What follows belongs to an exercise in optimizing a design on an open flow for small area, a short achievable clock period and few clock cycles per item; a production flow would make more cautious choices. Only simulation tests tie the RTL to the original design; equivalence was not proved. Power is estimated from default activity; no workload was simulated.

===== flow/standard.sh =====
#!/bin/bash
# synth_recipe.tcl (not shown) runs the flow's synth.tcl, then flattens the netlist and writes it again
# the make line also repeats each setting of config.mk as NAME=value (left out here)
make -C /OpenROAD-flow-scripts/flow DESIGN_CONFIG=/design/flow/config.mk WORK_HOME=/design/flow/orfs CLKGATE_MAP_FILE= SYNTH_SCRIPT=/design/flow/synth_recipe.tcl "${@:-finish}"

===== flow/flow/run.sh =====
#!/bin/bash
# Standard synthesis, then the standard layout steps with repair_timing aiming
# at a larger setup margin (each make run's full output in its own log here).
set -euo pipefail
MARGIN=$(cat flow/margin.txt)
bash standard.sh synth > synth.log 2>&1
bash standard.sh SETUP_SLACK_MARGIN=$MARGIN finish > layout.log 2>&1

===== flow/constraint.sdc =====
create_clock -name core_clock -period 10.0 [get_ports {ap_clk}]
set_input_delay 2.0000 -clock core_clock [delete_from_list [all_inputs] [get_ports {ap_clk}]]
set_output_delay 2.0000 -clock core_clock [all_outputs]
set_load 0.01 [all_outputs]

===== flow/config.mk =====
export PLATFORM = sky130hd
export DESIGN_NAME = pollings
export DESIGN_NICKNAME = pollings
export VERILOG_FILES = /design/flow/design.v
export SDC_FILE = /design/flow/constraint.sdc
export NUM_CORES = 4
export LEC_CHECK = 0
export CAP_MARGIN = 20
export CORE_MARGIN = 2
export CORE_UTILIZATION = 75
export CTS_BUF_LIST = sky130_fd_sc_hd__clkbuf_16
export CTS_CLUSTER_DIAMETER = 80
export CTS_CLUSTER_SIZE = 22
export SLEW_MARGIN = 20

===== flow/design.v =====
`timescale 1ns/1ps
module pollings_control_s_axi (
    input  wire        ACLK,
    input  wire        ARESET,
    input  wire [5:0]  AWADDR,
    input  wire        AWVALID,
    output wire        AWREADY,
    input  wire [31:0] WDATA,
    input  wire [3:0]  WSTRB,
    input  wire        WVALID,
    output wire        WREADY,
    output wire [1:0]  BRESP,
    output wire        BVALID,
    input  wire        BREADY,
    input  wire [5:0]  ARADDR,
    input  wire        ARVALID,
    output wire        ARREADY,
    output wire [31:0] RDATA,
    output wire [1:0]  RRESP,
    output wire        RVALID,
    input  wire        RREADY,
    output wire        interrupt,
    output wire [63:0] in_img,
    output wire [63:0] max_pool,
    output wire [63:0] min_pool,
    output wire [63:0] avg_pool,
    output wire        ap_start,
    input  wire        ap_done,
    input  wire        ap_ready,
    input  wire        ap_idle
);
localparam
    ADDR_AP_CTRL         = 6'h00,
    ADDR_GIE             = 6'h04,
    ADDR_IER             = 6'h08,
    ADDR_ISR             = 6'h0c,
    ADDR_IN_IMG_DATA_0   = 6'h10,
    ADDR_IN_IMG_DATA_1   = 6'h14,
    ADDR_MAX_POOL_DATA_0 = 6'h1c,
    ADDR_MAX_POOL_DATA_1 = 6'h20,
    ADDR_MIN_POOL_DATA_0 = 6'h28,
    ADDR_MIN_POOL_DATA_1 = 6'h2c,
    ADDR_AVG_POOL_DATA_0 = 6'h34,
    ADDR_AVG_POOL_DATA_1 = 6'h38;
reg        wst_idle, wst_data, wst_resp;
reg  [5:0] waddr;
wire       aw_hs = AWVALID & wst_idle;
wire       w_hs  = WVALID & wst_data;
assign AWREADY = wst_idle;
assign WREADY  = wst_data;
assign BVALID  = wst_resp;
assign BRESP   = 2'b00;
always @(posedge ACLK) begin
    if (ARESET) begin
        wst_idle <= 1'b0;    
        wst_data <= 1'b0;
        wst_resp <= 1'b0;
    end else begin
        wst_idle <= (wst_idle & ~AWVALID) | (wst_resp & BREADY) | (~wst_idle & ~wst_data & ~wst_resp);
        wst_data <= (wst_idle & AWVALID) | (wst_data & ~WVALID);
        wst_resp <= (wst_data & WVALID) | (wst_resp & ~BREADY);
    end
end
always @(posedge ACLK) if (aw_hs) waddr <= {AWADDR[5:2], 2'b00};
reg        rst_idle, rst_data;
reg [31:0] rdata;
wire       ar_hs = ARVALID & rst_idle;
assign ARREADY = rst_idle;
assign RVALID  = rst_data;
assign RDATA   = rdata;
assign RRESP   = 2'b00;
always @(posedge ACLK) begin
    if (ARESET) begin
        rst_idle <= 1'b0;
        rst_data <= 1'b0;
    end else begin
        rst_idle <= (rst_idle & ~ARVALID) | (rst_data & RREADY) | (~rst_idle & ~rst_data);
        rst_data <= (rst_idle & ARVALID) | (rst_data & ~RREADY);
    end
end
reg        int_ap_idle, int_ap_ready, int_task_ap_done, int_ap_start, int_interrupt;
reg        int_auto_restart, auto_restart_status, int_gie;
reg  [1:0] int_ier, int_isr;
reg [63:0] int_in_img, int_max_pool, int_min_pool, int_avg_pool;
wire [5:0] raddr = ARADDR;
always @(posedge ACLK) begin
    if (ar_hs) begin
        case (raddr)
            ADDR_AP_CTRL:         rdata <= {22'd0, int_interrupt, 1'b0, int_auto_restart, 3'd0,
                                            int_ap_ready, int_ap_idle, int_task_ap_done, int_ap_start};
            ADDR_GIE:             rdata <= {31'd0, int_gie};
            ADDR_IER:             rdata <= {30'd0, int_ier};
            ADDR_ISR:             rdata <= {30'd0, int_isr};
            ADDR_IN_IMG_DATA_0:   rdata <= int_in_img[31:0];
            ADDR_IN_IMG_DATA_1:   rdata <= int_in_img[63:32];
            ADDR_MAX_POOL_DATA_0: rdata <= int_max_pool[31:0];
            ADDR_MAX_POOL_DATA_1: rdata <= int_max_pool[63:32];
            ADDR_MIN_POOL_DATA_0: rdata <= int_min_pool[31:0];
            ADDR_MIN_POOL_DATA_1: rdata <= int_min_pool[63:32];
            ADDR_AVG_POOL_DATA_0: rdata <= int_avg_pool[31:0];
            ADDR_AVG_POOL_DATA_1: rdata <= int_avg_pool[63:32];
            default:              rdata <= 32'd0;
        endcase
    end
end
wire auto_restart_done = auto_restart_status & ap_idle & ~int_ap_idle;
wire task_ap_done      = (ap_done & ~auto_restart_status) | auto_restart_done;
wire task_ap_ready     = ap_ready & ~int_auto_restart;
wire ctrl_rd           = ar_hs && raddr == ADDR_AP_CTRL;
wire wr_ctrl           = w_hs && waddr == ADDR_AP_CTRL && WSTRB[0];
wire wr_gie            = w_hs && waddr == ADDR_GIE && WSTRB[0];
wire wr_ier            = w_hs && waddr == ADDR_IER && WSTRB[0];
wire wr_isr            = w_hs && waddr == ADDR_ISR && WSTRB[0];
assign interrupt = int_interrupt;
assign ap_start  = int_ap_start;
assign in_img    = int_in_img;
assign max_pool  = int_max_pool;
assign min_pool  = int_min_pool;
assign avg_pool  = int_avg_pool;
always @(posedge ACLK) begin
    if (ARESET) begin
        int_interrupt       <= 1'b0;
        int_ap_start        <= 1'b0;
        int_task_ap_done    <= 1'b0;
        int_ap_idle         <= 1'b0;
        int_ap_ready        <= 1'b0;
        int_auto_restart    <= 1'b0;
        auto_restart_status <= 1'b0;
        int_gie             <= 1'b0;
        int_ier             <= 2'b0;
        int_isr             <= 2'b0;
    end else begin
        int_interrupt <= int_gie & (|int_isr);
        if (w_hs && waddr == ADDR_AP_CTRL && WSTRB[0] && WDATA[0])
            int_ap_start <= 1'b1;
        else if (ap_ready)
            int_ap_start <= int_auto_restart;
        if (task_ap_done)
            int_task_ap_done <= 1'b1;
        else if (ctrl_rd)
            int_task_ap_done <= 1'b0;
        int_ap_idle <= ap_idle;
        if (task_ap_ready)
            int_ap_ready <= 1'b1;
        else if (ctrl_rd)
            int_ap_ready <= 1'b0;
        if (wr_ctrl)
            int_auto_restart <= WDATA[7];
        if (int_auto_restart)
            auto_restart_status <= 1'b1;
        else if (ap_idle)
            auto_restart_status <= 1'b0;
        if (wr_gie)
            int_gie <= WDATA[0];
        if (wr_ier)
            int_ier <= WDATA[1:0];
        if (int_ier[0] & ap_done)
            int_isr[0] <= 1'b1;
        else if (wr_isr)
            int_isr[0] <= int_isr[0] ^ WDATA[0];
        if (int_ier[1] & ap_ready)
            int_isr[1] <= 1'b1;
        else if (wr_isr)
            int_isr[1] <= int_isr[1] ^ WDATA[1];
    end
end
wire [31:0] wd0 = WDATA & {32{~ARESET}};
reg  [7:0]  wsel;
always @(*) begin
    wsel[0] = waddr == ADDR_IN_IMG_DATA_0;
    wsel[1] = waddr == ADDR_IN_IMG_DATA_1;
    wsel[2] = waddr == ADDR_MAX_POOL_DATA_0;
    wsel[3] = waddr == ADDR_MAX_POOL_DATA_1;
    wsel[4] = waddr == ADDR_MIN_POOL_DATA_0;
    wsel[5] = waddr == ADDR_MIN_POOL_DATA_1;
    wsel[6] = waddr == ADDR_AVG_POOL_DATA_0;
    wsel[7] = waddr == ADDR_AVG_POOL_DATA_1;
end
genvar b;
generate
    for (b = 0; b < 4; b = b + 1) begin : lane
        wire we = w_hs & WSTRB[b];
        always @(posedge ACLK) begin
            if (ARESET | (we & wsel[0])) int_in_img[8*b +: 8]       <= wd0[8*b +: 8];
            if (ARESET | (we & wsel[1])) int_in_img[32+8*b +: 8]    <= wd0[8*b +: 8];
            if (ARESET | (we & wsel[2])) int_max_pool[8*b +: 8]     <= wd0[8*b +: 8];
            if (ARESET | (we & wsel[3])) int_max_pool[32+8*b +: 8]  <= wd0[8*b +: 8];
            if (ARESET | (we & wsel[4])) int_min_pool[8*b +: 8]     <= wd0[8*b +: 8];
            if (ARESET | (we & wsel[5])) int_min_pool[32+8*b +: 8]  <= wd0[8*b +: 8];
            if (ARESET | (we & wsel[6])) int_avg_pool[8*b +: 8]     <= wd0[8*b +: 8];
            if (ARESET | (we & wsel[7])) int_avg_pool[32+8*b +: 8]  <= wd0[8*b +: 8];
        end
    end
endgenerate
endmodule
`timescale 1 ns / 1 ps 
module pollings (
        ap_clk,
        ap_rst_n,
        m_axi_gmem_AWVALID,
        m_axi_gmem_AWREADY,
        m_axi_gmem_AWADDR,
        m_axi_gmem_AWID,
        m_axi_gmem_AWLEN,
        m_axi_gmem_AWSIZE,
        m_axi_gmem_AWBURST,
        m_axi_gmem_AWLOCK,
        m_axi_gmem_AWCACHE,
        m_axi_gmem_AWPROT,
        m_axi_gmem_AWQOS,
        m_axi_gmem_AWREGION,
        m_axi_gmem_AWUSER,
        m_axi_gmem_WVALID,
        m_axi_gmem_WREADY,
        m_axi_gmem_WDATA,
        m_axi_gmem_WSTRB,
        m_axi_gmem_WLAST,
        m_axi_gmem_WID,
        m_axi_gmem_WUSER,
        m_axi_gmem_ARVALID,
        m_axi_gmem_ARREADY,
        m_axi_gmem_ARADDR,
        m_axi_gmem_ARID,
        m_axi_gmem_ARLEN,
        m_axi_gmem_ARSIZE,
        m_axi_gmem_ARBURST,
        m_axi_gmem_ARLOCK,
        m_axi_gmem_ARCACHE,
        m_axi_gmem_ARPROT,
        m_axi_gmem_ARQOS,
        m_axi_gmem_ARREGION,
        m_axi_gmem_ARUSER,
        m_axi_gmem_RVALID,
        m_axi_gmem_RREADY,
        m_axi_gmem_RDATA,
        m_axi_gmem_RLAST,
        m_axi_gmem_RID,
        m_axi_gmem_RUSER,
        m_axi_gmem_RRESP,
        m_axi_gmem_BVALID,
        m_axi_gmem_BREADY,
        m_axi_gmem_BRESP,
        m_axi_gmem_BID,
        m_axi_gmem_BUSER,
        s_axi_control_AWVALID,
        s_axi_control_AWREADY,
        s_axi_control_AWADDR,
        s_axi_control_WVALID,
        s_axi_control_WREADY,
        s_axi_control_WDATA,
        s_axi_control_WSTRB,
        s_axi_control_ARVALID,
        s_axi_control_ARREADY,
        s_axi_control_ARADDR,
        s_axi_control_RVALID,
        s_axi_control_RREADY,
        s_axi_control_RDATA,
        s_axi_control_RRESP,
        s_axi_control_BVALID,
        s_axi_control_BREADY,
        s_axi_control_BRESP,
        interrupt
);
parameter    ap_ST_fsm_pp0_stage0 = 4'd1;
parameter    ap_ST_fsm_pp0_stage1 = 4'd2;
parameter    ap_ST_fsm_pp0_stage2 = 4'd4;
parameter    ap_ST_fsm_pp0_stage3 = 4'd8;
parameter    C_S_AXI_CONTROL_DATA_WIDTH = 32;
parameter    C_S_AXI_CONTROL_ADDR_WIDTH = 6;
parameter    C_S_AXI_DATA_WIDTH = 32;
parameter    C_M_AXI_GMEM_ID_WIDTH = 1;
parameter    C_M_AXI_GMEM_ADDR_WIDTH = 64;
parameter    C_M_AXI_GMEM_DATA_WIDTH = 32;
parameter    C_M_AXI_GMEM_AWUSER_WIDTH = 1;
parameter    C_M_AXI_GMEM_ARUSER_WIDTH = 1;
parameter    C_M_AXI_GMEM_WUSER_WIDTH = 1;
parameter    C_M_AXI_GMEM_RUSER_WIDTH = 1;
parameter    C_M_AXI_GMEM_BUSER_WIDTH = 1;
parameter    C_M_AXI_GMEM_USER_VALUE = 0;
parameter    C_M_AXI_GMEM_PROT_VALUE = 0;
parameter    C_M_AXI_GMEM_CACHE_VALUE = 3;
parameter    C_M_AXI_DATA_WIDTH = 32;
parameter C_S_AXI_CONTROL_WSTRB_WIDTH = (32 / 8);
parameter C_S_AXI_WSTRB_WIDTH = (32 / 8);
parameter C_M_AXI_GMEM_WSTRB_WIDTH = (32 / 8);
parameter C_M_AXI_WSTRB_WIDTH = (32 / 8);
input   ap_clk;
input   ap_rst_n;
output   m_axi_gmem_AWVALID;
input   m_axi_gmem_AWREADY;
output  [C_M_AXI_GMEM_ADDR_WIDTH - 1:0] m_axi_gmem_AWADDR;
output  [C_M_AXI_GMEM_ID_WIDTH - 1:0] m_axi_gmem_AWID;
output  [7:0] m_axi_gmem_AWLEN;
output  [2:0] m_axi_gmem_AWSIZE;
output  [1:0] m_axi_gmem_AWBURST;
output  [1:0] m_axi_gmem_AWLOCK;
output  [3:0] m_axi_gmem_AWCACHE;
output  [2:0] m_axi_gmem_AWPROT;
output  [3:0] m_axi_gmem_AWQOS;
output  [3:0] m_axi_gmem_AWREGION;
output  [C_M_AXI_GMEM_AWUSER_WIDTH - 1:0] m_axi_gmem_AWUSER;
output   m_axi_gmem_WVALID;
input   m_axi_gmem_WREADY;
output  [C_M_AXI_GMEM_DATA_WIDTH - 1:0] m_axi_gmem_WDATA;
output  [C_M_AXI_GMEM_WSTRB_WIDTH - 1:0] m_axi_gmem_WSTRB;
output   m_axi_gmem_WLAST;
output  [C_M_AXI_GMEM_ID_WIDTH - 1:0] m_axi_gmem_WID;
output  [C_M_AXI_GMEM_WUSER_WIDTH - 1:0] m_axi_gmem_WUSER;
output   m_axi_gmem_ARVALID;
input   m_axi_gmem_ARREADY;
output  [C_M_AXI_GMEM_ADDR_WIDTH - 1:0] m_axi_gmem_ARADDR;
output  [C_M_AXI_GMEM_ID_WIDTH - 1:0] m_axi_gmem_ARID;
output  [7:0] m_axi_gmem_ARLEN;
output  [2:0] m_axi_gmem_ARSIZE;
output  [1:0] m_axi_gmem_ARBURST;
output  [1:0] m_axi_gmem_ARLOCK;
output  [3:0] m_axi_gmem_ARCACHE;
output  [2:0] m_axi_gmem_ARPROT;
output  [3:0] m_axi_gmem_ARQOS;
output  [3:0] m_axi_gmem_ARREGION;
output  [C_M_AXI_GMEM_ARUSER_WIDTH - 1:0] m_axi_gmem_ARUSER;
input   m_axi_gmem_RVALID;
output   m_axi_gmem_RREADY;
input  [C_M_AXI_GMEM_DATA_WIDTH - 1:0] m_axi_gmem_RDATA;
input   m_axi_gmem_RLAST;
input  [C_M_AXI_GMEM_ID_WIDTH - 1:0] m_axi_gmem_RID;
input  [C_M_AXI_GMEM_RUSER_WIDTH - 1:0] m_axi_gmem_RUSER;
input  [1:0] m_axi_gmem_RRESP;
input   m_axi_gmem_BVALID;
output   m_axi_gmem_BREADY;
input  [1:0] m_axi_gmem_BRESP;
input  [C_M_AXI_GMEM_ID_WIDTH - 1:0] m_axi_gmem_BID;
input  [C_M_AXI_GMEM_BUSER_WIDTH - 1:0] m_axi_gmem_BUSER;
input   s_axi_control_AWVALID;
output   s_axi_control_AWREADY;
input  [C_S_AXI_CONTROL_ADDR_WIDTH - 1:0] s_axi_control_AWADDR;
input   s_axi_control_WVALID;
output   s_axi_control_WREADY;
input  [C_S_AXI_CONTROL_DATA_WIDTH - 1:0] s_axi_control_WDATA;
input  [C_S_AXI_CONTROL_WSTRB_WIDTH - 1:0] s_axi_control_WSTRB;
input   s_axi_control_ARVALID;
output   s_axi_control_ARREADY;
input  [C_S_AXI_CONTROL_ADDR_WIDTH - 1:0] s_axi_control_ARADDR;
output   s_axi_control_RVALID;
input   s_axi_control_RREADY;
output  [C_S_AXI_CONTROL_DATA_WIDTH - 1:0] s_axi_control_RDATA;
output  [1:0] s_axi_control_RRESP;
output   s_axi_control_BVALID;
input   s_axi_control_BREADY;
output  [1:0] s_axi_control_BRESP;
output   interrupt;
wire        rst = ~ap_rst_n;
wire [63:0] in_img, max_pool, min_pool, avg_pool;
wire        ap_start;
reg         ap_done;
wire        ap_ready = ap_done;
wire        ap_idle;
pollings_control_s_axi control_s_axi_U (
    .ACLK(ap_clk),
    .ARESET(rst),
    .AWADDR(s_axi_control_AWADDR),
    .AWVALID(s_axi_control_AWVALID),
    .AWREADY(s_axi_control_AWREADY),
    .WDATA(s_axi_control_WDATA),
    .WSTRB(s_axi_control_WSTRB),
    .WVALID(s_axi_control_WVALID),
    .WREADY(s_axi_control_WREADY),
    .BRESP(s_axi_control_BRESP),
    .BVALID(s_axi_control_BVALID),
    .BREADY(s_axi_control_BREADY),
    .ARADDR(s_axi_control_ARADDR),
    .ARVALID(s_axi_control_ARVALID),
    .ARREADY(s_axi_control_ARREADY),
    .RDATA(s_axi_control_RDATA),
    .RRESP(s_axi_control_RRESP),
    .RVALID(s_axi_control_RVALID),
    .RREADY(s_axi_control_RREADY),
    .interrupt(interrupt),
    .in_img(in_img),
    .max_pool(max_pool),
    .min_pool(min_pool),
    .avg_pool(avg_pool),
    .ap_start(ap_start),
    .ap_done(ap_done),
    .ap_ready(ap_ready),
    .ap_idle(ap_idle)
);
assign m_axi_gmem_AWID     = 1'b0;
assign m_axi_gmem_AWLEN    = 8'd0;
assign m_axi_gmem_AWSIZE   = 3'd2;
assign m_axi_gmem_AWBURST  = 2'd1;
assign m_axi_gmem_AWLOCK   = 2'd0;
assign m_axi_gmem_AWCACHE  = 4'd3;
assign m_axi_gmem_AWPROT   = 3'd0;
assign m_axi_gmem_AWQOS    = 4'd0;
assign m_axi_gmem_AWREGION = 4'd0;
assign m_axi_gmem_AWUSER   = 1'b0;
assign m_axi_gmem_WSTRB    = 4'hf;
assign m_axi_gmem_WLAST    = 1'b1;
assign m_axi_gmem_WID      = 1'b0;
assign m_axi_gmem_WUSER    = 1'b0;
assign m_axi_gmem_ARID     = 1'b0;
assign m_axi_gmem_ARLEN    = 8'd0;
assign m_axi_gmem_ARSIZE   = 3'd2;
assign m_axi_gmem_ARBURST  = 2'd1;
assign m_axi_gmem_ARLOCK   = 2'd0;
assign m_axi_gmem_ARCACHE  = 4'd3;
assign m_axi_gmem_ARPROT   = 3'd0;
assign m_axi_gmem_ARQOS    = 4'd0;
assign m_axi_gmem_ARREGION = 4'd0;
assign m_axi_gmem_ARUSER   = 1'b0;
assign m_axi_gmem_BREADY   = 1'b1;
reg        busy;
wire       start = ap_start & ~busy;
assign     ap_idle = ~busy & ~ap_start;
reg        arvalid;
reg [63:2] araddr;
reg  [9:0] ar_n;
reg        ar_c;
wire       ar_hs = arvalid & m_axi_gmem_ARREADY;
wire       ar_go = start | (ar_hs & (|ar_n));
wire [9:0] ar_nn = ar_n + 10'd1;
function [9:0] ar_off;       
    input [9:0] k;
    ar_off = {k[9:5], k[0], k[4:2], k[1]};
endfunction
wire [10:0] ar_lo  = {1'b0, in_img[11:2]} + {1'b0, ar_off(ar_n)};
wire [10:0] ar_lon = {1'b0, in_img[11:2]} + {1'b0, ar_off(ar_nn)};
assign m_axi_gmem_ARVALID = arvalid;
assign m_axi_gmem_ARADDR  = {araddr, 2'b00};    
always @(posedge ap_clk) begin
    if (rst) begin
        arvalid <= 1'b0;
        ar_n    <= 10'd0;
        ar_c    <= 1'b0;
    end else begin
        if (start | ar_hs)
            arvalid <= start | (|ar_n);
        if (ar_go) begin
            ar_n <= ar_nn;
            ar_c <= ar_lon[10];
        end
    end
end
always @(posedge ap_clk)
    if (start | ar_hs) araddr <= {in_img[63:12] + {51'd0, ar_c}, ar_lo[9:0]};
reg        awvalid;
reg [63:2] awaddr;
reg  [2:0] aw_nq;
reg  [7:0] aw_ng;
reg        aw_c;
wire       aw_hs = awvalid & m_axi_gmem_AWREADY;
wire       aw_wrap = aw_nq[0] & (aw_ng == 8'd0);
wire       aw_go = start | (aw_hs & ~aw_wrap);
wire [2:0] aw_nqn = {aw_nq[1:0], aw_nq[2]};
wire [7:0] aw_ngn = aw_ng + {7'd0, aw_nq[2]};
function [63:2] sel3;
    input [2:0]  q;
    input [63:0] a0, a1, a2;
    sel3 = ({62{q[0]}} & a0[63:2]) | ({62{q[1]}} & a1[63:2]) | ({62{q[2]}} & a2[63:2]);
endfunction
wire [63:2] aw_base  = sel3(aw_nq, max_pool, min_pool, avg_pool);
wire [63:2] aw_basen = sel3(aw_nqn, max_pool, min_pool, avg_pool);
wire [8:0]  aw_lo    = {1'b0, aw_base[9:2]} + {1'b0, aw_ng};
wire [8:0]  aw_lon   = {1'b0, aw_basen[9:2]} + {1'b0, aw_ngn};
assign m_axi_gmem_AWVALID = awvalid;
assign m_axi_gmem_AWADDR  = {awaddr, 2'b00};
always @(posedge ap_clk) begin
    if (rst) begin
        awvalid <= 1'b0;
        aw_nq   <= 3'b001;
        aw_ng   <= 8'd0;
        aw_c    <= 1'b0;
    end else begin
        if (start | aw_hs)
            awvalid <= start | ~aw_wrap;
        if (aw_go) begin
            aw_nq <= aw_nqn;
            aw_ng <= aw_ngn;
            aw_c  <= aw_lon[8];
        end
    end
end
always @(posedge ap_clk)
    if (start | aw_hs) awaddr <= {aw_base[63:10] + {53'd0, aw_c}, aw_lo[7:0]};
reg        rready;
reg [31:0] rreg;             
reg        rv;               
reg  [1:0] r_ph;             
reg  [1:0] c_ph;             
reg [31:0] top;              
reg [17:0] tsum;             
reg [15:0] part_mx;          
reg [31:0] wd;               
reg [63:0] hold;             
reg  [1:0] wcnt;             
reg        wvalid;
wire       r_hs = rready & m_axi_gmem_RVALID;
wire       w_hs = wvalid & m_axi_gmem_WREADY;
wire       b0   = rv & (c_ph == 2'd1);
wire       b1   = rv & (c_ph == 2'd3);
wire       b0_go = b0 & (wcnt != 2'd3);      
wire       load  = b1 & (wcnt == 2'd0);
wire       stall = (b0 & ~b0_go) | (b1 & ~load);
assign m_axi_gmem_RREADY = rready;
assign m_axi_gmem_WVALID = wvalid;
assign m_axi_gmem_WDATA  = wd;
function [31:0] pairs;
    input [31:0] t;
    integer p;
    reg [7:0] a, b;
    begin
        for (p = 0; p < 2; p = p + 1) begin
            a = t[16*p +: 8]; b = t[16*p+8 +: 8];
            pairs[16*p +: 8]   = (a > b) ? a : b;
            pairs[16*p+8 +: 8] = (a > b) ? b : a;
        end
    end
endfunction
function [17:0] psums;
    input [31:0] t;
    integer p;
    begin
        for (p = 0; p < 2; p = p + 1)
            psums[9*p +: 9] = {1'b0, t[16*p +: 8]} + {1'b0, t[16*p+8 +: 8]};
    end
endfunction
function [47:0] pool2;
    input [31:0] t;
    input [17:0] ts;
    input [31:0] d;
    integer p;
    reg [7:0] mx, mn, c, e;
    reg       ce;
    reg [9:0] s;
    begin
        for (p = 0; p < 2; p = p + 1) begin
            mx = t[16*p +: 8]; mn = t[16*p+8 +: 8];
            c = d[16*p +: 8];  e = d[16*p+8 +: 8];
            ce = c >= e;
            s = {1'b0, ts[9*p +: 9]} + {2'b00, c} + {2'b00, e};
            pool2[8*p +: 8]      = (mx >= c && mx >= e) ? mx : (ce ? c : e);
            pool2[16 + 8*p +: 8] = (mn <= c && mn <= e) ? mn : (ce ? e : c);
            pool2[32 + 8*p +: 8] = s[9:2];
        end
    end
endfunction
wire [47:0] pooled = pool2(top, tsum, rreg);
wire       rv_n    = r_hs | stall;
wire [1:0] wcnt_n  = load ? 2'd3 : wcnt - {1'b0, w_hs};
wire [1:0] ph_n    = r_hs ? r_ph : c_ph;
wire       may_stall = rv_n & (((ph_n == 2'd3) & (wcnt_n != 2'd0)) | ((ph_n == 2'd1) & (wcnt_n == 2'd3)));
always @(posedge ap_clk) begin
    if (rst) begin
        rready <= 1'b0;
        rv     <= 1'b0;
        r_ph   <= 2'd0;
        c_ph   <= 2'd0;
        wcnt   <= 2'd0;
        wvalid <= 1'b0;
    end else begin
        rv     <= rv_n;
        if (r_hs) begin
            r_ph <= r_ph + 2'd1;
            c_ph <= r_ph;
        end
        wcnt   <= wcnt_n;
        wvalid <= wcnt_n != 2'd0;
        rready <= busy & ~may_stall;
        if (start) begin
            r_ph <= 2'd0;
        end
    end
end
always @(posedge ap_clk) begin
    if (r_hs) rreg <= m_axi_gmem_RDATA;
    if (rv & ~c_ph[0]) begin
        top  <= pairs(rreg);
        tsum <= psums(rreg);
    end
    if (b0_go) part_mx <= pooled[15:0];
    if (load)
        wd <= {pooled[15:0], part_mx};
    else if (w_hs)
        wd <= hold[31:0];
    if (load)
        hold[31:0] <= {pooled[31:16], hold[63:48]};
    else if (w_hs)
        hold[31:0] <= hold[63:32];
    if (load)
        hold[63:48] <= pooled[47:32];
    else if (b0_go)
        hold[63:48] <= pooled[31:16];
    if (b0_go)
        hold[47:32] <= pooled[47:32];
end
reg  [9:0] bcnt;             
reg        last_b;           
wire       b_hs = m_axi_gmem_BVALID;
always @(*) ap_done = busy & last_b & b_hs;
always @(posedge ap_clk) begin
    if (rst) begin
        busy   <= 1'b0;
        bcnt   <= 10'd0;
        last_b <= 1'b0;
    end else if (start) begin
        busy   <= 1'b1;
        bcnt   <= 10'd0;
        last_b <= 1'b0;
    end else if (busy & b_hs) begin
        bcnt   <= bcnt + 10'd1;
        last_b <= bcnt == 10'd766;
        if (last_b) busy <= 1'b0;
    end
end
endmodule

===== flow/flow/margin.txt =====
6.7

==> run summary, run 1 <==
* Status: timing/DRC/antenna clean
* Largest net degree at the start of global routing at 75
* Initial Util at around 76%
* Die X at 212.6 um
* CP Launch Type: primary input
* Crit path buffers/inverters at 2
* R2r setup slk at about 6600 ps
* H-tree depth at 2
* Number of remaining DRC errors at 0
* Period Utilization, post-route at 37.19%
* Seq/Total Area, Yosys at approximately three fifths
* CTS sink cnt at 673
* Pwr dens at 134.9 nW/um2
* Hold Slack at around 480 ps
* Total global-route track usage at 40.85%
* Die ar. at 45190 um2
* CP Max Fanout at 8
* Area growth syn-to-layout at 15.73%
* Final WL at a little under 100 mm
* Pre-CTS WS at 5147 ps
* I/O Buffers at 287
* Setup Skew at slightly below 30 ps
* Slew margin rel. at 21.67%
* Synth Area in Adders at about 7%
* Leak at 14.45 nW
* Rows at 76
* Placed Cells at 3361
* Crit path max-delay family: buffers and inverters
* Crit-path cells: clkdlybuf4s50_1, nand3_1, o21ai_0, buf_4
* Detailed Routing Iterations Pass 1 at 12
* Post-synthesis simple-gate area fraction at 9.977%
* Storage cell area at 19600 um2
* IO Pins at 379
* Placed wire-length estimate at 59.73 mm
* Global-route wire length before repair at 137.5 mm
* EDFF count, synth at 610
* Nets at 3150
* Compound-gate portion of the synthesized area at about a tenth
* Synth Area in XOR/XNOR at 4.751%
* Primary FF master, synth: edfxtp_1
* Synth top area cells: edfxtp_1 56%, ha_1 5.9%, dfxtp_1 3.9%
* Worst path required time at 10300 ps
* RSZ-0062 raised after global routing: true
* Gate Count Post-Synth at between 2000 and 3000
* Hold Violations, Final at 0
* Fill count at 1940
* CTS max path bufs at 3
* Post-Layout Cell Count at 3484
* Grt total ovfl at 0
* Slew Viols, Final at 0
* Clk Latency, worst-skew pair at 610 ps
* Multiplexer share of the synthesized area at 3.739%
* Post-synth ARST share at 0%
* Layout cells sized above 1 at between 10 and 15%
* Root Buffer Master: clkbuf_16
* Slowest cell delay on critical path at 650 ps
* Fin crit period at 3719 ps
* Yosys reg bits at 673
* Core area at approximately 43000 um2
* WL per Instance at around 28 um
* Top cell type's share of synthesized area at 56.14%
* DRT antenna net count at 0
* Gpl congestion at between 0.9 and 1
* Drt initial violations at 4739
* Setup CP Type: in2reg
* Peak Freq at 268.9 MHz
* Slowest CP cell: clkdlybuf4s50_1
* VDD IR max at ~200 uV
* Multi-input logic area at 12440 um2
* Max Cap Viol at 0
* Vias in the first global route at 23740
* Synthesized cell area at 32630 um2
* Arr. time, crit path at 4020 ps
* Largest family of logic cells by synthesized area: compound AO/OA/AOI/OAI gates
* Avg Cell Area, Syn at 12.82 um2
* Via-to-Cell Ratio at between 7 and 8
* Distinct cells, synth at 73
* Number of synthesis warnings at 2
* Die H at around 210 um
* Clock slew at reported path FFs at ~90 ps
* Initial antenna violation count at 7
* TritonCTS buffer count at 36
* Worst-Margin Slew at 1175 ps
* Vias at 24500
* Finish-stage setup viols at 0
* Worst setup margin at 6281 ps
* TNS Setup at 0 ps
* Worst Hold Class: reg2reg
* Synth area leader: edfxtp_1
* CTS tree: done
* Critical path endpoint category: register
## area by class of cell
cell class | instances | share of cell area, %
Clock buffer | 37 | 2.452
Tap cell | 585 | 1.938
Sequential cell | 673 | 51.89
Clock inverter | 21 | 0.2154
Antenna cell | 3 | 0.01988
Inverter | 103 | 1.054
Timing Repair Buffer | 381 | 9.456
Multi-Input combinational cell | 1679 | 32.93
Timing Repair inverter | 2 | 0.03976
## power breakdown
| group | leakage [nW] | internal, W | total, W | switching, W |
|---|---|---|---|---|
| Sequential | 6.38 | 0.00316 | 0.00323 | 0.0000716 |
| Clock | 0.567 | 0.000675 | 0.00156 | 0.000887 |
| Combinational | 7.51 | 0.000114 | 0.000306 | 0.000192 |
## worst paths after layout
check                             start                                         end  depth (start not counted)
hold reg to reg       busy$_SDFFE_PN0P_                           rready$_SDFF_PN0_                          2
setup reg to reg  aw_nq[1]$_SDFFE_PN0P_                        awaddr[55]$_DFFE_PP_                          8
setup / recovery   s_axi_control_WVALID  control_s_axi_U.int_avg_pool[56]$_DFFE_PP_                          4
hold / removal        busy$_SDFFE_PN0P_                           rready$_SDFF_PN0_                          2
## synthesized netlist by cell type, types with 63 or more instances
cell type	n
a21oi_1	92
a222oi_1	68
a22oi_1	64
buf_4	85
clkbuf_1	73
dfxtp_1	63
edfxtp_1	610
ha_1	153
inv_1	102
nand2_1	237
nand3_1	84
nor2_1	102
o21ai_0	110
xnor2_1	102
xor2_1	75
## sequential cells by signal (all words and copies together), names as in the netlist, 3 cells and up
name,flops
awaddr,62
control_s_axi_U.int_in_img,64
top,32
tsum,18
control_s_axi_U.int_max_pool,64
part_mx,16
control_s_axi_U.waddr,4
control_s_axi_U.int_min_pool,64
aw_nq,3
araddr,62
rreg,32
aw_ng,8
control_s_axi_U.int_avg_pool,64
ar_n,10
hold,64
wd,32
control_s_axi_U.rdata,32
bcnt,10
## per-stage QoR
step / instance area [um2] / utilization (%) / total power [W]
finish: 37760 / 87.86 / 0.005096
floorplan: 33020 / - / 0.003424
detailed placement: 35950 / 83.64 / 0.003563
global route: 37760 / 87.85 / 0.005186
CTS: 37400 / 87.01 / 0.005046
global placement: 35950 / 83.64 / 0.003545
## routing by layer
metal	vias up	GRT usage, %	share of wire [%]
met2	2258	66.45	47
met5	-	0	0.038
met4	6	26.09	8.0
met3	596	9.970	13
li1	10090	-	-
met1	11550	49.18	31
## timing repair
action | CTS | global route
setup endpoints to repair | 404 | 389
gates cloned | 8 | 2
pin swaps | 14 | 4
hold buffers | 0 | 0
buffers inserted | 26 | 25
gates resized for setup | 349 | 83
## placed cells by master (no fill, tap or decap), types with 60 or more instances in the layout
cell type / Yosys / routed
edfxtp_1: 610 / 610
mux2i_1: 60 / 60
ha_1: 153 / 153
nor2_1: 102 / 94
nand3_1: 84 / 82
conb_1: 2 / 80
nand2_1: 237 / 232
buf_4: 85 / 69
xor2_1: 75 / 74
a222oi_1: 68 / 68
a21oi_1: 92 / 91
inv_1: 102 / 118
xnor2_1: 102 / 100
a22oi_1: 64 / 64
clkdlybuf4s50_1: 0 / 82
o21ai_0: 110 / 99
dlygate4sd2_1: 0 / 125
## kinds of logic after synthesis
kind of cell	after synthesis
other cells	2
mux	115
flops	673
compound gates	472
buf+inv	278
fa+ha+maj	175
xor+xnor	177
simple gates	654
## worst register-to-register path: cells and delay by family (launching register included)
kind | cells | cell delay [ps]
and+or+nand+nor | 5 | 1940
DFF | 1 | 450
AOI/OAI and AO/OA | 1 | 280
xor gates and xnor gates | 1 | 170
buffers and inverters | 1 | 270
Testbench counts, summed over its fixed seeds: cycles 12,996, images 12.
==> run 2: changes to the inputs <==
--- a/flow/config.mk
+++ b/flow/config.mk
@@ -7,7 +7,7 @@
 export LEC_CHECK = 0
 export CAP_MARGIN = 20
 export CORE_MARGIN = 2
-export CORE_UTILIZATION = 75
+export CORE_UTILIZATION = 60
 export CTS_BUF_LIST = sky130_fd_sc_hd__clkbuf_16
 export CTS_CLUSTER_DIAMETER = 80
 export CTS_CLUSTER_SIZE = 22
==> run 2 against run 1 <==
  * Register-to-register slack gained 80 ps
  * Fmax grew 7.8%
  * Worst setup slack gained 270 ps
  * Largest cell class unchanged
  * Largest power group unchanged
==> run summary, run 2 <==
* Initial Util at 60.63% (was 75.92%)
* TritonCTS buffer count at 37 (was 36)
* Pwr dens at 136.0 nW/um2 (was 134.9 nW/um2)
* Synth top area cells: edfxtp_1 56%, ha_1 5.9%, dfxtp_1 3.9% (unchanged)
* Max Cap Viol at 0 (unchanged)
* Internal power at 0.004023 W (was 0.003945 W)
* Synth top cells by count: 610 x edfxtp_1, 237 x nand2_1, 153 x ha_1 (unchanged)
* Gpl congestion at 0.8718 (was 0.9392)
* Layout cells sized above 1 at 11.48% (was 11.02%)
* CTS tree: done (unchanged)
* Root Buffer Master: clkbuf_16 (unchanged)
* Number of remaining DRC errors at 0 (unchanged)
* Multi-input logic area at 12500 um2 (was 12440 um2)
* Period Utilization, post-route at 34.49% (was 37.19%)
* Core area at 53810 um2 (was 42980 um2)
* CP Launch Type: primary input (unchanged)
* DRT antenna net count at 0 (unchanged)
* Worst R2R Start: aw_nq[0]$_SDFFE_PN1P_ (was aw_nq[1]$_SDFFE_PN0P_)
* Arr. time, crit path at 3680 ps (was 4020 ps)
* CTS max path bufs at 3 (unchanged)
* Yosys reg bits at 673 (unchanged)
* Path depth of the worst reg2reg path at 10 (was 8)
* Hold Violations, Final at 0 (unchanged)
* Die ar. at 56260 um2 (was 45190 um2)
* Initial antenna violation count at 7 (unchanged)
* Grt total ovfl at 0 (unchanged)
* CTS sink cnt at 673 (unchanged)
* CP Max Fanout at 8 (unchanged)
* Clk Latency, worst-skew pair at 600 ps (was 610 ps)
* Avg Cell Area, Syn at 12.82 um2 (unchanged)
* IO Pins at 379 (unchanged)
* Slowest cell delay on critical path at 670 ps (was 650 ps)
* Status: timing/DRC/antenna clean (unchanged)
* Crit path buffers/inverters at 1 (was 2)
* Slowest CP cell: o21ai_2 (was clkdlybuf4s50_1)
* Peak Freq at 289.9 MHz (was 268.9 MHz)
* R2r endpoint: awaddr[28]$_DFFE_PP_ (was awaddr[55]$_DFFE_PP_)
* Most frequent cells in the layout: 610 x edfxtp_1, 232 x nand2_1, 153 x ha_1 (unchanged)
* I/O Buffers at 287 (unchanged)
* Hold depth at 1 (was 2)
* RSZ-0062 raised after global routing: true (unchanged)
* Rows at 85 (was 76)
* Primary FF master, synth: edfxtp_1 (unchanged)
* Layout Utilization at 70.79% (was 87.86%)
* Via-to-Cell Ratio at 6.303 (was 7.033)
* Distinct cells, synth at 73 (unchanged)
* Crit-path cells: dlygate4sd2_1, nand3_2, o21ai_2 (was clkdlybuf4s50_1, nand3_1, o21ai_0, buf_4)
* Ant. Diodes at 0 (was 3)
* VDD IR max at 163.3 uV (was 195.3 uV)
* Area growth syn-to-layout at 16.75% (was 15.73%)
* Top cell type's share of synthesized area at 56.14% (unchanged)
* Sw Pwr at 0.001158 W (was 0.001151 W)
* Placed wire-length estimate at 58.34 mm (was 59.73 mm)
* Crit path max-delay family: compound AO/OA/AOI/OAI gates (was buffers and inverters)
* Drt initial violations at 2712 (was 4739)
* Global-route wire length before repair at 131.5 mm (was 137.5 mm)
* Vias at 22560 (was 24500)
* TNS Setup at 0 ps (unchanged)
* Hold Slack at 479.0 ps (was 481.6 ps)
* Seq pwr share at 62.1% (was 63.3%)
* Total global-route track usage at 30.98% (was 40.85%)
* Post-synth ARST share at 0% (unchanged)
* Setup Skew at 19.40 ps (was 29.79 ps)
* Final WL at 89.38 mm (was 96.68 mm)
* Largest net degree at the start of global routing at 75 (unchanged)
* Worst path required time at 10230 ps (was 10300 ps)
* CP Depth at 3 (was 4)
* Slew margin rel. at 22.10% (was 21.67%)
* Gate power share at 5.8% (was 6.0%)
* Most common cell in the synthesized netlist: edfxtp_1 (unchanged)
* Finish-stage setup viols at 0 (unchanged)
* Setup CP Type: in2reg (unchanged)
* Die X at 237.2 um (was 212.6 um)
* Synthesized cell area at 32630 um2 (unchanged)
* R2r setup slk at 6690 ps (was 6610 ps)
* Seq/Total Area, Yosys at 60.00% (unchanged)
* Nets at 3139 (was 3150)
* Critical path endpoint category: register (unchanged)
* Detailed Routing Iterations Pass 1 at 9 (was 12)
* Worst-Margin Slew at 1168 ps (was 1175 ps)
* Fill count at 3802 (was 1940)
* Gate Count Post-Synth at 2546 (unchanged)
* Worst Hold Class: reg2reg (unchanged)
* Synth area leader: edfxtp_1 (unchanged)
* Slew Viols, Final at 0 (unchanged)
* Vias in the first global route at 21760 (was 23740)
* WL per Instance at 24.97 um (was 27.75 um)
* Die H at 237.2 um (was 212.6 um)
* H-tree depth at 2 (unchanged)
* Critical Path End: control_s_axi_U.int_avg_pool[13]$_DFFE_PP_ (was control_s_axi_U.int_avg_pool[56]$_DFFE_PP_)
* Number of synthesis warnings at 2 (unchanged)
* Fin crit period at 3449 ps (was 3719 ps)
* Leak at 14.46 nW (was 14.45 nW)
* Sw Ratio at 22.35% (was 22.59%)
* Critical Path Source: s_axi_control_WVALID (unchanged)
* Clock power frac at 32.1% (was 30.7%)
* EDFF count, synth at 610 (unchanged)
* Commonest non-fill, non-tap cell in the layout: edfxtp_1 (unchanged)
* Clock slew at reported path FFs at 90 ps (about the same)
* Storage cell area at 19600 um2 (about the same)
[run 2: cell type report]
| type | instances | area share (%) |
|---|---|---|
| clock buffer | 40 | 2.628 |
| clock inverter | 17 | 0.2858 |
| inverter | 103 | 1.054 |
| multi-input combinational | 1678 | 32.82 |
| sequential | 673 | 51.46 |
| tap | 696 | 2.286 |
| timing repair buffer | 370 | 9.430 |
| timing repair inverter | 2 | 0.03941 |
[run 2: per-layer routing]
| metal | wire length (um) | up-vias | global-route usage (%) |
|---|---|---|---|
| met5 | 98 | - | 0 |
| met4 | 4260 | 14 | 12.81 |
| met3 | 8793 | 256 | 6.294 |
| met2 | 43110 | 1273 | 51.60 |
| met1 | 33110 | 10960 | 39.90 |
| li1 | - | 10060 | - |
[run 2: through the flow]
stage / std cells / area (um2) / setup WS [ps] / power (W)
finish: 3579 / 38090 / 6551 / 0.005181
global route: 3579 / 38090 / 6571 / 0.005313
CTS: 3555 / 37740 / 6448 / 0.005180
detailed placement: 3461 / 36030 / 5163 / 0.003562
global placement: 3459 / 35990 / 5123 / 0.003553
floorplan: 2624 / 33020 / 6304 / 0.003424
[run 2: worst min path at each step]
stage / from / to / slack (ps)
floorplan: busy$_SDFFE_PN0P_ / rready$_SDFF_PN0_ / 420
global placement: busy$_SDFFE_PN0P_ / rready$_SDFF_PN0_ / 470
detailed placement: busy$_SDFFE_PN0P_ / rready$_SDFF_PN0_ / 470
CTS: control_s_axi_U.int_gie$_SDFFE_PN0P_ / control_s_axi_U.int_interrupt$_SDFF_PN0_ / 480
global route: control_s_axi_U.int_gie$_SDFFE_PN0P_ / control_s_axi_U.int_interrupt$_SDFF_PN0_ / 490
finish: control_s_axi_U.int_gie$_SDFFE_PN0P_ / control_s_axi_U.int_interrupt$_SDFF_PN0_ / 480
[run 2: kinds of logic after synthesis]
family | count (synthesis) | share of synthesized area (%)
DFF | 673 | 60.00
and+or+nand+nor | 654 | 9.977
AOI/OAI and AO/OA | 472 | 10.10
buffers and inverters | 278 | 4.249
xor gates and xnor gates | 177 | 4.751
adders and majority gates | 175 | 7.155
muxes | 115 | 3.739
other | 2 | 0.02302
[run 2: power groups by stage]
stage,clock (W),combinational [W],sequential [W]
after floorplan,0,0.000160,0.00326
after global placement,0,0.000274,0.00328
after detailed placement,0,0.000279,0.00328
after CTS,0.00167,0.000290,0.00322
after global routing,0.00177,0.000318,0.00323
final,0.00166,0.000300,0.00322
[run 2: timing repair]
action                                  in CTS  in global routing
pin swaps                                   19                  7
hold endpoints to repair                     0                  0
endpoints found under the setup margin     534                218
hold buffers                                 0                  0
buffers inserted                            28                 21
gates cloned                                 9                  3
gates resized for setup                    407                 58
==> run 3: changes to the inputs <==
--- a/flow/design.v
+++ b/flow/design.v
@@ -43,7 +43,7 @@
     ADDR_AVG_POOL_DATA_0 = 6'h34,
     ADDR_AVG_POOL_DATA_1 = 6'h38;
 reg        wst_idle, wst_data, wst_resp;
-reg  [5:0] waddr;
+reg [11:0] wsel;             
 wire       aw_hs = AWVALID & wst_idle;
 wire       w_hs  = WVALID & wst_data;
 assign AWREADY = wst_idle;
@@ -61,7 +61,31 @@
         wst_resp <= (wst_data & WVALID) | (wst_resp & ~BREADY);
     end
 end
-always @(posedge ACLK) if (aw_hs) waddr <= {AWADDR[5:2], 2'b00};
+function [11:0] wdec;
+    input [5:0] a;
+    begin
+        wdec[0]  = a[5:2] == ADDR_AP_CTRL[5:2];
+        wdec[1]  = a[5:2] == ADDR_GIE[5:2];
+        wdec[2]  = a[5:2] == ADDR_IER[5:2];
+        wdec[3]  = a[5:2] == ADDR_ISR[5:2];
+        wdec[4]  = a[5:2] == ADDR_IN_IMG_DATA_0[5:2];
+        wdec[5]  = a[5:2] == ADDR_IN_IMG_DATA_1[5:2];
+        wdec[6]  = a[5:2] == ADDR_MAX_POOL_DATA_0[5:2];
+        wdec[7]  = a[5:2] == ADDR_MAX_POOL_DATA_1[5:2];
+        wdec[8]  = a[5:2] == ADDR_MIN_POOL_DATA_0[5:2];
+        wdec[9]  = a[5:2] == ADDR_MIN_POOL_DATA_1[5:2];
+        wdec[10] = a[5:2] == ADDR_AVG_POOL_DATA_0[5:2];
+        wdec[11] = a[5:2] == ADDR_AVG_POOL_DATA_1[5:2];
+    end
+endfunction
+always @(posedge ACLK) begin
+    if (ARESET)
+        wsel <= 12'd0;
+    else if (aw_hs)
+        wsel <= wdec(AWADDR);
+    else if (w_hs)
+        wsel <= 12'd0;
+end
 reg        rst_idle, rst_data;
 reg [31:0] rdata;
 wire       ar_hs = ARVALID & rst_idle;
@@ -107,10 +131,10 @@
 wire task_ap_done      = (ap_done & ~auto_restart_status) | auto_restart_done;
 wire task_ap_ready     = ap_ready & ~int_auto_restart;
 wire ctrl_rd           = ar_hs && raddr == ADDR_AP_CTRL;
-wire wr_ctrl           = w_hs && waddr == ADDR_AP_CTRL && WSTRB[0];
-wire wr_gie            = w_hs && waddr == ADDR_GIE && WSTRB[0];
-wire wr_ier            = w_hs && waddr == ADDR_IER && WSTRB[0];
-wire wr_isr            = w_hs && waddr == ADDR_ISR && WSTRB[0];
+wire wr_ctrl           = WVALID & wsel[0] & WSTRB[0];
+wire wr_gie            = WVALID & wsel[1] & WSTRB[0];
+wire wr_ier            = WVALID & wsel[2] & WSTRB[0];
+wire wr_isr            = WVALID & wsel[3] & WSTRB[0];
 assign interrupt = int_interrupt;
 assign ap_start  = int_ap_start;
 assign in_img    = int_in_img;
@@ -131,7 +155,7 @@
         int_isr             <= 2'b0;
     end else begin
         int_interrupt <= int_gie & (|int_isr);
-        if (w_hs && waddr == ADDR_AP_CTRL && WSTRB[0] && WDATA[0])
+        if (wr_ctrl && WDATA[0])
             int_ap_start <= 1'b1;
         else if (ap_ready)
             int_ap_start <= int_auto_restart;
@@ -165,30 +189,19 @@
     end
 end
 wire [31:0] wd0 = WDATA & {32{~ARESET}};
-reg  [7:0]  wsel;
-always @(*) begin
-    wsel[0] = waddr == ADDR_IN_IMG_DATA_0;
-    wsel[1] = waddr == ADDR_IN_IMG_DATA_1;
-    wsel[2] = waddr == ADDR_MAX_POOL_DATA_0;
-    wsel[3] = waddr == ADDR_MAX_POOL_DATA_1;
-    wsel[4] = waddr == ADDR_MIN_POOL_DATA_0;
-    wsel[5] = waddr == ADDR_MIN_POOL_DATA_1;
-    wsel[6] = waddr == ADDR_AVG_POOL_DATA_0;
-    wsel[7] = waddr == ADDR_AVG_POOL_DATA_1;
-end
 genvar b;
 generate
     for (b = 0; b < 4; b = b + 1) begin : lane
-        wire we = w_hs & WSTRB[b];
+        wire we = WVALID & WSTRB[b];
         always @(posedge ACLK) begin
-            if (ARESET | (we & wsel[0])) int_in_img[8*b +: 8]       <= wd0[8*b +: 8];
-            if (ARESET | (we & wsel[1])) int_in_img[32+8*b +: 8]    <= wd0[8*b +: 8];
-            if (ARESET | (we & wsel[2])) int_max_pool[8*b +: 8]     <= wd0[8*b +: 8];
-            if (ARESET | (we & wsel[3])) int_max_pool[32+8*b +: 8]  <= wd0[8*b +: 8];
-            if (ARESET | (we & wsel[4])) int_min_pool[8*b +: 8]     <= wd0[8*b +: 8];
-            if (ARESET | (we & wsel[5])) int_min_pool[32+8*b +: 8]  <= wd0[8*b +: 8];
-            if (ARESET | (we & wsel[6])) int_avg_pool[8*b +: 8]     <= wd0[8*b +: 8];
-            if (ARESET | (we & wsel[7])) int_avg_pool[32+8*b +: 8]  <= wd0[8*b +: 8];
+            if (ARESET | (we & wsel[4])) int_in_img[8*b +: 8] <= wd0[8*b +: 8];
+            if (ARESET | (we & wsel[5])) int_in_img[32+8*b +: 8] <= wd0[8*b +: 8];
+            if (ARESET | (we & wsel[6])) int_max_pool[8*b +: 8] <= wd0[8*b +: 8];
+            if (ARESET | (we & wsel[7])) int_max_pool[32+8*b +: 8] <= wd0[8*b +: 8];
+            if (ARESET | (we & wsel[8])) int_min_pool[8*b +: 8] <= wd0[8*b +: 8];
+            if (ARESET | (we & wsel[9])) int_min_pool[32+8*b +: 8] <= wd0[8*b +: 8];
+            if (ARESET | (we & wsel[10])) int_avg_pool[8*b +: 8] <= wd0[8*b +: 8];
+            if (ARESET | (we & wsel[11])) int_avg_pool[32+8*b +: 8] <= wd0[8*b +: 8];
         end
     end
 endgenerate
==> flow/flow/margin.txt (replaced) <==
7.2
==> run 3 against run 2 <==
  * Still clean on timing, DRC and antenna
  * Critical endpoint is now s_axi_control_RDATA[0]
  * Largest cell class unchanged
  * Combinational power increased by 14%
  * Via count increased by 7.9%
  * Register-to-register slack improved by 270 ps
  * Non-clock buffer count increased by 223
  * Sequential share of layout area decreased by 3.5 points
  * Power increased by 2.6%
  * Die area increased by 0.53%
  * Clock power increased by 4%
  * Critical path type is now reg2out
  * Sequential power about the same
==> run summary, run 3 <==
* Area growth syn-to-layout at 25.52% (was 16.75%)
* Hold_buf cts at 0 (unchanged)
* Synth Area in Adders at 7.117% (was 7.155%)
* Post-synth ARST share at 0% (unchanged)
* RSZ-0062 raised after global routing: true (unchanged)
* Crit-path cells: buf_2 (was dlygate4sd2_1, nand3_2, o21ai_2)
* Synth Area in XOR/XNOR at 4.592% (was 4.751%)
* Status: timing/DRC/antenna clean (unchanged)
* Pwr dens at 129.2 nW/um2 (was 136.0 nW/um2)
* Critical path endpoint category: output port (was register)
* Number of synthesis warnings at 2 (unchanged)
* Synthesized cell area at 32810 um2 (was 32630 um2)
* Gate Count Post-Synth at 2576 (was 2546)
* Setup CP Type: reg2out (was in2reg)
* Critical Path Source: control_s_axi_U.rdata[0]$_DFFE_PP_ (was s_axi_control_WVALID)
* Slowest CP cell: edfxtp_1 (was o21ai_2)
* Gpl congestion at 0.9110 (was 0.8718)
* Commonest non-fill, non-tap cell in the layout: edfxtp_1 (unchanged)
* Peak Freq at 303.6 MHz (was 289.9 MHz)
* WL per Instance at 25.81 um (was 24.97 um)
* Drt initial violations at 3443 (was 2712)
* Fin crit period at 3294 ps (was 3449 ps)
* Crit path buffers/inverters at 1 (unchanged)
* Avg Cell Area, Syn at 12.73 um2 (was 12.82 um2)
* Primary FF master, synth: edfxtp_1 (unchanged)
* Largest net degree at the start of global routing at 77 (was 75)
* Die H at 237.8 um (was 237.2 um)
* EDFF count, synth at 606 (was 610)
* R2r endpoint: awaddr[63]$_DFFE_PP_ (was awaddr[28]$_DFFE_PP_)
* Slew Viols, Final at 0 (unchanged)
* Root Buffer Master: clkbuf_16 (unchanged)
* Compound-gate portion of the synthesized area at 9.916% (was 10.10%)
* Worst R2R Start: aw_nq[2]$_SDFFE_PN0P_ (was aw_nq[0]$_SDFFE_PN1P_)
* VDD IR max at 144.2 uV (was 163.3 uV)
* Synth top area cells: edfxtp_1 55%, ha_1 5.8%, dfxtp_1 4.6% (was edfxtp_1 56%, ha_1 5.9%, dfxtp_1 3.9%)
* Synth area leader: edfxtp_1 (unchanged)
* Slew margin rel. at 22.02% (was 22.10%)
* Core area at 53920 um2 (was 53810 um2)
* Yosys reg bits at 681 (was 673)
* Placed wire-length estimate at 58.33 mm (was 58.34 mm)
* Storage cell area at 19740 um2 (was 19600 um2)
* CTS max path bufs at 3 (unchanged)
* Worst path required time at 8000 ps (was 10230 ps)
* Top cell type's share of synthesized area at 55.47% (was 56.14%)
* Most frequent cells in the layout: 606 x edfxtp_1, 250 x nand2_1, 200 x buf_4 (was 610 x edfxtp_1, 232 x nand2_1, 153 x ha_1)
* Max Cap Viol at 0 (unchanged)
* Layout Utilization at 76.36% (was 70.79%)
* TritonCTS buffer count at 38 (was 37)
* Distinct cells, synth at 78 (was 73)
* CTS tree: done (unchanged)
* Clock slew at reported path FFs at 90 ps (about the same)
* Vias at 24340 (was 22560)
* Post-synthesis simple-gate area fraction at 10.62% (was 9.977%)
* Layout cells sized above 1 at 28.18% (was 11.48%)
* Setup Skew at 27.77 ps (was 19.40 ps)
* Seq/Total Area, Yosys at 60.05% (was 60.00%)
* Via-to-Cell Ratio at 6.348 (was 6.303)
* Critical Path End: s_axi_control_RDATA[0] (was control_s_axi_U.int_avg_pool[13]$_DFFE_PP_)
* Vias in the first global route at 23390 (was 21760)
* Nets at 3387 (was 3139)
* Grt total ovfl at 0 (unchanged)
* Worst Hold Class: reg2reg (unchanged)
* CP Max Fanout at 1 (was 8)
* DRT antenna net count at 0 (unchanged)
* Period Utilization, post-route at 32.94% (was 34.49%)
* Total global-route track usage at 33.23% (was 30.98%)
* Multi-input logic area at 13630 um2 (was 12500 um2)
* Global-route wire length before repair at 140.2 mm (was 131.5 mm)
* I/O Buffers at 287 (unchanged)
* Most common cell in the synthesized netlist: edfxtp_1 (unchanged)
* CP Depth at 1 (was 3)
* Crit path max-delay family: flip-flops (was compound AO/OA/AOI/OAI gates)
* Die X at 237.8 um (was 237.2 um)
* Detailed Routing Iterations Pass 1 at 10 (was 9)
* H-tree depth at 2 (unchanged)
* Fill count at 3344 (was 3802)
* Worst-Margin Slew at 1170 ps (was 1168 ps)
* Die ar. at 56560 um2 (was 56260 um2)
* CP Launch Type: register (was primary input)
* Synth top cells by count: 606 x edfxtp_1, 307 x nand2_1, 153 x ha_1 (was 610 x edfxtp_1, 237 x nand2_1, 153 x ha_1)
* Multiplexer share of the synthesized area at 3.322% (was 3.739%)
* Clk Latency, worst-skew pair at 610 ps (was 600 ps)
* Leak at 16.28 nW (was 14.46 nW)
* Number of remaining DRC errors at 0 (unchanged)
* Rows at 85 (unchanged)
* R2r setup slk at 6960 ps (was 6690 ps)
* Hold Violations, Final at 0 (unchanged)
* Arr. time, crit path at 1290 ps (was 3680 ps)
* Largest family of logic cells by synthesized area: simple AND/OR/NAND/NOR gates (was compound AO/OA/AOI/OAI gates)
* IO Pins at 379 (unchanged)
* Initial antenna violation count at 8 (was 7)
* CTS sink cnt at 681 (was 673)
* Final WL at 98.94 mm (was 89.38 mm)
* Initial Util at 60.84% (was 60.63%)
* Slowest cell delay on critical path at 490 ps (was 670 ps)
* TNS Setup at 0 ps (unchanged)
* Finish-stage setup viols at 0 (unchanged)
* Path depth of the worst reg2reg path at 9 (was 10)
## run 3: worst min-delay path by stage
| stage | endpoint | startpoint | depth (start not counted) | slack [ps] |
|---|---|---|---|---|
| after floorplan | control_s_axi_U.int_interrupt$_SDFF_PN0_ | control_s_axi_U.int_gie$_SDFFE_PN0P_ | 1 | 440 |
| after global placement | bcnt[9]$_SDFFE_PP0P_ | bcnt[9]$_SDFFE_PP0P_ | 2 | 470 |
| after detailed placement | control_s_axi_U.int_gie$_SDFFE_PN0P_ | control_s_axi_U.int_gie$_SDFFE_PN0P_ | 2 | 480 |
| after CTS | control_s_axi_U.int_gie$_SDFFE_PN0P_ | control_s_axi_U.int_gie$_SDFFE_PN0P_ | 2 | 500 |
| after global routing | control_s_axi_U.int_interrupt$_SDFF_PN0_ | control_s_axi_U.int_gie$_SDFFE_PN0P_ | 1 | 520 |
| final | control_s_axi_U.int_interrupt$_SDFF_PN0_ | control_s_axi_U.int_gie$_SDFFE_PN0P_ | 1 | 490 |
## run 3: metal layers
| metal | up-vias | global-route usage, % | wire length [um] |
|---|---|---|---|
| met5 | - | 0 | 101 |
| met4 | 14 | 17.44 | 5988 |
| met3 | 358 | 7.508 | 10950 |
| met2 | 1558 | 53.40 | 46390 |
| met1 | 11750 | 42.46 | 35510 |
| li1 | 10660 | - | - |
## run 3: area by class of cell
type | count | area share, %
antenna | 1 | 0.006077
clock buffer | 42 | 2.553
clock inverter | 22 | 0.3282
inverter | 96 | 0.9845
multi-input combinational | 1701 | 33.11
sequential | 681 | 47.94
tap | 696 | 2.115
timing repair buffer | 593 | 12.93
timing repair inverter | 2 | 0.03646
## run 3: logic make-up after synthesis
group | Yosys count
muxes | 102
DFF | 681
other | 2
xor gates and xnor gates | 172
buffers and inverters | 279
adders and majority gates | 175
and+or+nand+nor | 720
AOI/OAI and AO/OA | 445
## run 3: stage by stage
stage	power, W	std cells	worst slack, ps	area [um2]	hold WS (ps)
final	0.005318	3834	6706	41180	489.2
after global routing	0.005449	3834	6688	41180	518.4
after CTS	0.005294	3723	6745	39500	496.1
after detailed placement	0.003601	3471	4997	36600	482.4
after global placement	0.003593	3471	5062	36600	470.8
after floorplan	0.003476	2654	6237	34070	440.3
## run 3: report_power, final
group / internal [W] / switching (W)
clock: 0.000792 / 0.000936
sequential: 0.00318 / 0.0000638
combinational: 0.000137 / 0.000205
## run 3: what timing repair did
action                                  4_1_cts  5_1_grt
resized for setup                          1016      182
endpoints found under the hold margin         0        0
buffers inserted                            162      106
endpoints found under the setup margin     1027      606
pin swaps                                   139      116
cloned                                       26        4
Testbench counts of run 3, summed over its fixed seeds: cycles 12,996, images 12.
==> run 4: changes to the inputs <==
==> flow/flow/margin.txt (replaced) <==
7.0
==> run 4 against run 3 <==
  * Clock skew about the same
  * Sequential power about the same
  * Via count down 3.3%
  * Cell count shrank 3.1%
  * Still clean on timing, DRC and antenna
  * Core utilization down 4.0 points
  * Power is 1.4% lower
  * Area after synthesis unchanged
  * First-iteration DRC count is 1.2% higher
==> run summary, run 4 <==
* Vias in the first global route at 22530 (was 23390)
* Clk Latency, worst-skew pair at 600 ps (was 610 ps)
* Slew margin rel. at 25.68% (was 22.02%)
* Worst-Margin Slew at 1115 ps (was 1170 ps)
* Gpl congestion at 0.8888 (was 0.9110)
* Synth top cells by count: 606 x edfxtp_1, 307 x nand2_1, 153 x ha_1 (unchanged)
* DRT antenna net count at 0 (unchanged)
* Crit-path cells: buf_2 (unchanged)
* Rows at 85 (unchanged)
* Critical Path End: s_axi_control_RDATA[0] (unchanged)
* TritonCTS buffer count at 38 (unchanged)
* Layout cells sized above 1 at 21.59% (was 28.18%)
* Path depth of the worst reg2reg path at 9 (unchanged)
* Die ar. at 56560 um2 (unchanged)
* Fill count at 3688 (was 3344)
* CP Launch Type: register (unchanged)
* TNS Setup at 0 ps (unchanged)
* Seq/Total Area, Yosys at 60.05% (unchanged)
* Finish-stage setup viols at 0 (unchanged)
* Area growth syn-to-layout at 18.98% (was 25.52%)
* Crit path buffers/inverters at 1 (unchanged)
* Placed wire-length estimate at 58.30 mm (was 58.33 mm)
* Die X at 237.8 um (unchanged)
* Root Buffer Master: clkbuf_16 (unchanged)
* CTS sink cnt at 681 (unchanged)
* Most frequent cells in the layout: 606 x edfxtp_1, 269 x nand2_1, 184 x buf_2 (was 606 x edfxtp_1, 250 x nand2_1, 200 x buf_4)
* Post-synth ARST share at 0% (unchanged)
* Critical Path Source: control_s_axi_U.rdata[0]$_DFFE_PP_ (unchanged)
* Global-route wire length before repair at 137.0 mm (was 140.2 mm)
* Worst R2R Start: aw_nq[1]$_SDFFE_PN0P_ (was aw_nq[2]$_SDFFE_PN0P_)
* Post-Layout Cell Count at 3714 (was 3834)
* Hold Violations, Final at 0 (unchanged)
* CP Depth at 1 (unchanged)
* Arr. time, crit path at 1320 ps (was 1290 ps)
* Setup CP Type: reg2out (unchanged)
* Commonest non-fill, non-tap cell in the layout: edfxtp_1 (unchanged)
* Synth top area cells: edfxtp_1 55%, ha_1 5.8%, dfxtp_1 4.6% (unchanged)
* Initial Util at 60.84% (unchanged)
* Placed Cells at 3471 (unchanged)
* Synth area leader: edfxtp_1 (unchanged)
* Via-to-Cell Ratio at 6.337 (was 6.348)
* Crit path max-delay family: flip-flops (unchanged)
* Distinct cells, synth at 78 (unchanged)
* Peak Freq at 301.7 MHz (was 303.6 MHz)
* Final WL at 94.58 mm (was 98.94 mm)
* Total global-route track usage at 32.38% (was 33.23%)
* Most common cell in the synthesized netlist: edfxtp_1 (unchanged)
* H-tree depth at 2 (unchanged)
* Gate Count Post-Synth at 2576 (unchanged)
* RSZ-0062 raised after global routing: true (unchanged)
* Worst path required time at 8000 ps (about the same)
* Yosys reg bits at 681 (unchanged)
* CP Max Fanout at 1 (unchanged)
* Slowest cell delay on critical path at 520 ps (was 490 ps)
* Critical path endpoint category: output port (unchanged)
* VDD IR max at 113.0 uV (was 144.2 uV)
* Largest net degree at the start of global routing at 77 (unchanged)
* Top cell type's share of synthesized area at 55.47% (unchanged)
* Primary FF master, synth: edfxtp_1 (unchanged)
* Pwr dens at 134.4 nW/um2 (was 129.2 nW/um2)
* Leak at 15.14 nW (was 16.28 nW)
* Fin crit period at 3315 ps (was 3294 ps)
* Status: timing/DRC/antenna clean (unchanged)
* Setup Skew at 27.38 ps (was 27.77 ps)
* R2r endpoint: awaddr[60]$_DFFE_PP_ (was awaddr[63]$_DFFE_PP_)
* CTS tree: done (unchanged)
* Max Cap Viol at 0 (unchanged)
* Core area at 53920 um2 (unchanged)
* Detailed Routing Iterations Pass 1 at 10 (unchanged)
* Nets at 3260 (was 3387)
* Drt initial violations at 3483 (was 3443)
* R2r setup slk at 6920 ps (was 6960 ps)
* Number of remaining DRC errors at 0 (unchanged)
* WL per Instance at 25.47 um (was 25.81 um)
* CTS max path bufs at 3 (unchanged)
* Initial antenna violation count at 13 (was 8)
* Vias at 23530 (was 24340)
* Synthesized cell area at 32810 um2 (unchanged)
* Worst Hold Class: reg2reg (unchanged)
* Slowest CP cell: edfxtp_1 (unchanged)
* Clock slew at reported path FFs at 90 ps (about the same)
* Avg Cell Area, Syn at 12.73 um2 (unchanged)
* Grt total ovfl at 0 (unchanged)
* I/O Buffers at 287 (unchanged)
* IO Pins at 379 (unchanged)
* Period Utilization, post-route at 33.15% (was 32.94%)
* EDFF count, synth at 606 (unchanged)
* Number of synthesis warnings at 2 (unchanged)
* Slew Viols, Final at 0 (unchanged)
* Die H at 237.8 um (unchanged)
==> run 4: cell families after synthesis <==
family	synth area share (%)
other cells	0.02289
fa+ha+maj	7.117
simple gates	10.62
compound gates	9.916
flops	60.05
buf+inv	4.359
xor+xnor	4.592
mux	3.322
==> run 4: repair_timing <==
item | in CTS | in global routing
pin swaps | 38 | 64
buffers inserted | 99 | 51
gates cloned | 18 | 3
hold buffers | 0 | 0
resized for setup | 948 | 88
endpoints found under the setup margin | 1054 | 364
==> run 4: worst register-to-register path, stage by stage, from the launching register on <==
cell      delay, ps
dfxtp_4         410
buf_6           160
buf_4           160
a222oi_1        120
or4_1           570
or3_4           400
or3b_4          500
nor2_4          180
nand3b_1        110
xor2_1          180
==> run 4: routing by layer <==
| layer | vias up | wire (um) | track usage, % |
|---|---|---|---|
| met5 | - | 118 | 0 |
| li1 | 10400 | - | - |
| met3 | 301 | 11450 | 7.913 |
| met2 | 1535 | 44340 | 52.27 |
| met1 | 11280 | 34130 | 41.73 |
| met4 | 16 | 4540 | 14.68 |
==> run 4: through the flow <==
| step | hold slack [ps] | instance area [um2] | util [%] | worst slack [ps] | total power (W) |
|---|---|---|---|---|---|
| after global placement | 470.4 | 36270 | 67.27 | 5090 | 0.003586 |
| after global routing | 520.6 | 39030 | 72.38 | 6686 | 0.005381 |
| after CTS | 496.1 | 38200 | 70.84 | 6737 | 0.005231 |
| final | 491.0 | 39030 | 72.39 | 6685 | 0.005245 |
| after floorplan | 440.3 | 33630 | - | 6227 | 0.003466 |
| after detailed placement | 482.2 | 36270 | 67.27 | 5020 | 0.003595 |
==> run 4: area by class of cell <==
type,instances,area (um2),area share (%)
clock buffers,40,1001,2.564
repair buffers,468,4143,10.61
inverters,96,385.4,0.9873
diodes,3,7.507,0.01923
multi-input cells,1699,12710,32.57
clock inverters,29,158.9,0.4071
well taps,696,870.8,2.231
flip-flops and latches,681,19740,50.57
repair inverters,2,15.01,0.03847
==> run 4: worst min-delay path by stage <==
stage | slack, ps | depth (start not counted) | from | end
after global placement | 470 | 2 | bcnt[9]$_SDFFE_PP0P_ | bcnt[9]$_SDFFE_PP0P_
after floorplan | 440 | 1 | control_s_axi_U.int_gie$_SDFFE_PN0P_ | control_s_axi_U.int_interrupt$_SDFF_PN0_
final | 490 | 2 | bcnt[9]$_SDFFE_PP0P_ | bcnt[9]$_SDFFE_PP0P_
after global routing | 520 | 2 | bcnt[6]$_SDFFE_PP0P_ | bcnt[6]$_SDFFE_PP0P_
after CTS | 500 | 2 | bcnt[9]$_SDFFE_PP0P_ | bcnt[9]$_SDFFE_PP0P_
after detailed placement | 480 | 2 | bcnt[9]$_SDFFE_PP0P_ | bcnt[9]$_SDFFE_PP0P_
==> run 4: power breakdown <==
| group | internal, W | leakage, nW | switching (W) | total [W] |
|---|---|---|---|---|
| logic | 0.000120 | 8.07 | 0.000195 | 0.000315 |
| registers | 0.00318 | 6.44 | 0.0000627 | 0.00325 |
| clock network | 0.000762 | 0.634 | 0.000922 | 0.00168 |
| total | 0.00407 | 15.1 | 0.00118 | 0.00524 |

what the ideal ports hide:
In the flow no input, the clock included, has a driving cell. The finished layouts below were timed again as built, in two steps. Step 1 assumes that a clkbuf_16 drives the clock port and a buf_2 every other input. Step 2, shift: input delay + t, output delay - t, t = (earliest + latest rising clock arrival at the registers) / 2. This alone moves slack from input paths to output paths. Slacks: ideal / step 1 / step 2; pairs: ideal / step 1.
| run | t, ns | slack for setup (ns) |
|---|---|---|
| run 1 | 0.655 | 6.281 / 6.306 / 5.651 |
| run 2 | 0.649 | 6.551 / 6.593 / 5.944 |
| run 3 | 0.655 | 6.706 / 6.650 / 6.231 |
| run 4 | 0.647 | 6.685 / 6.624 / 6.271 |
After both steps setup and hold are still met in every run listed.
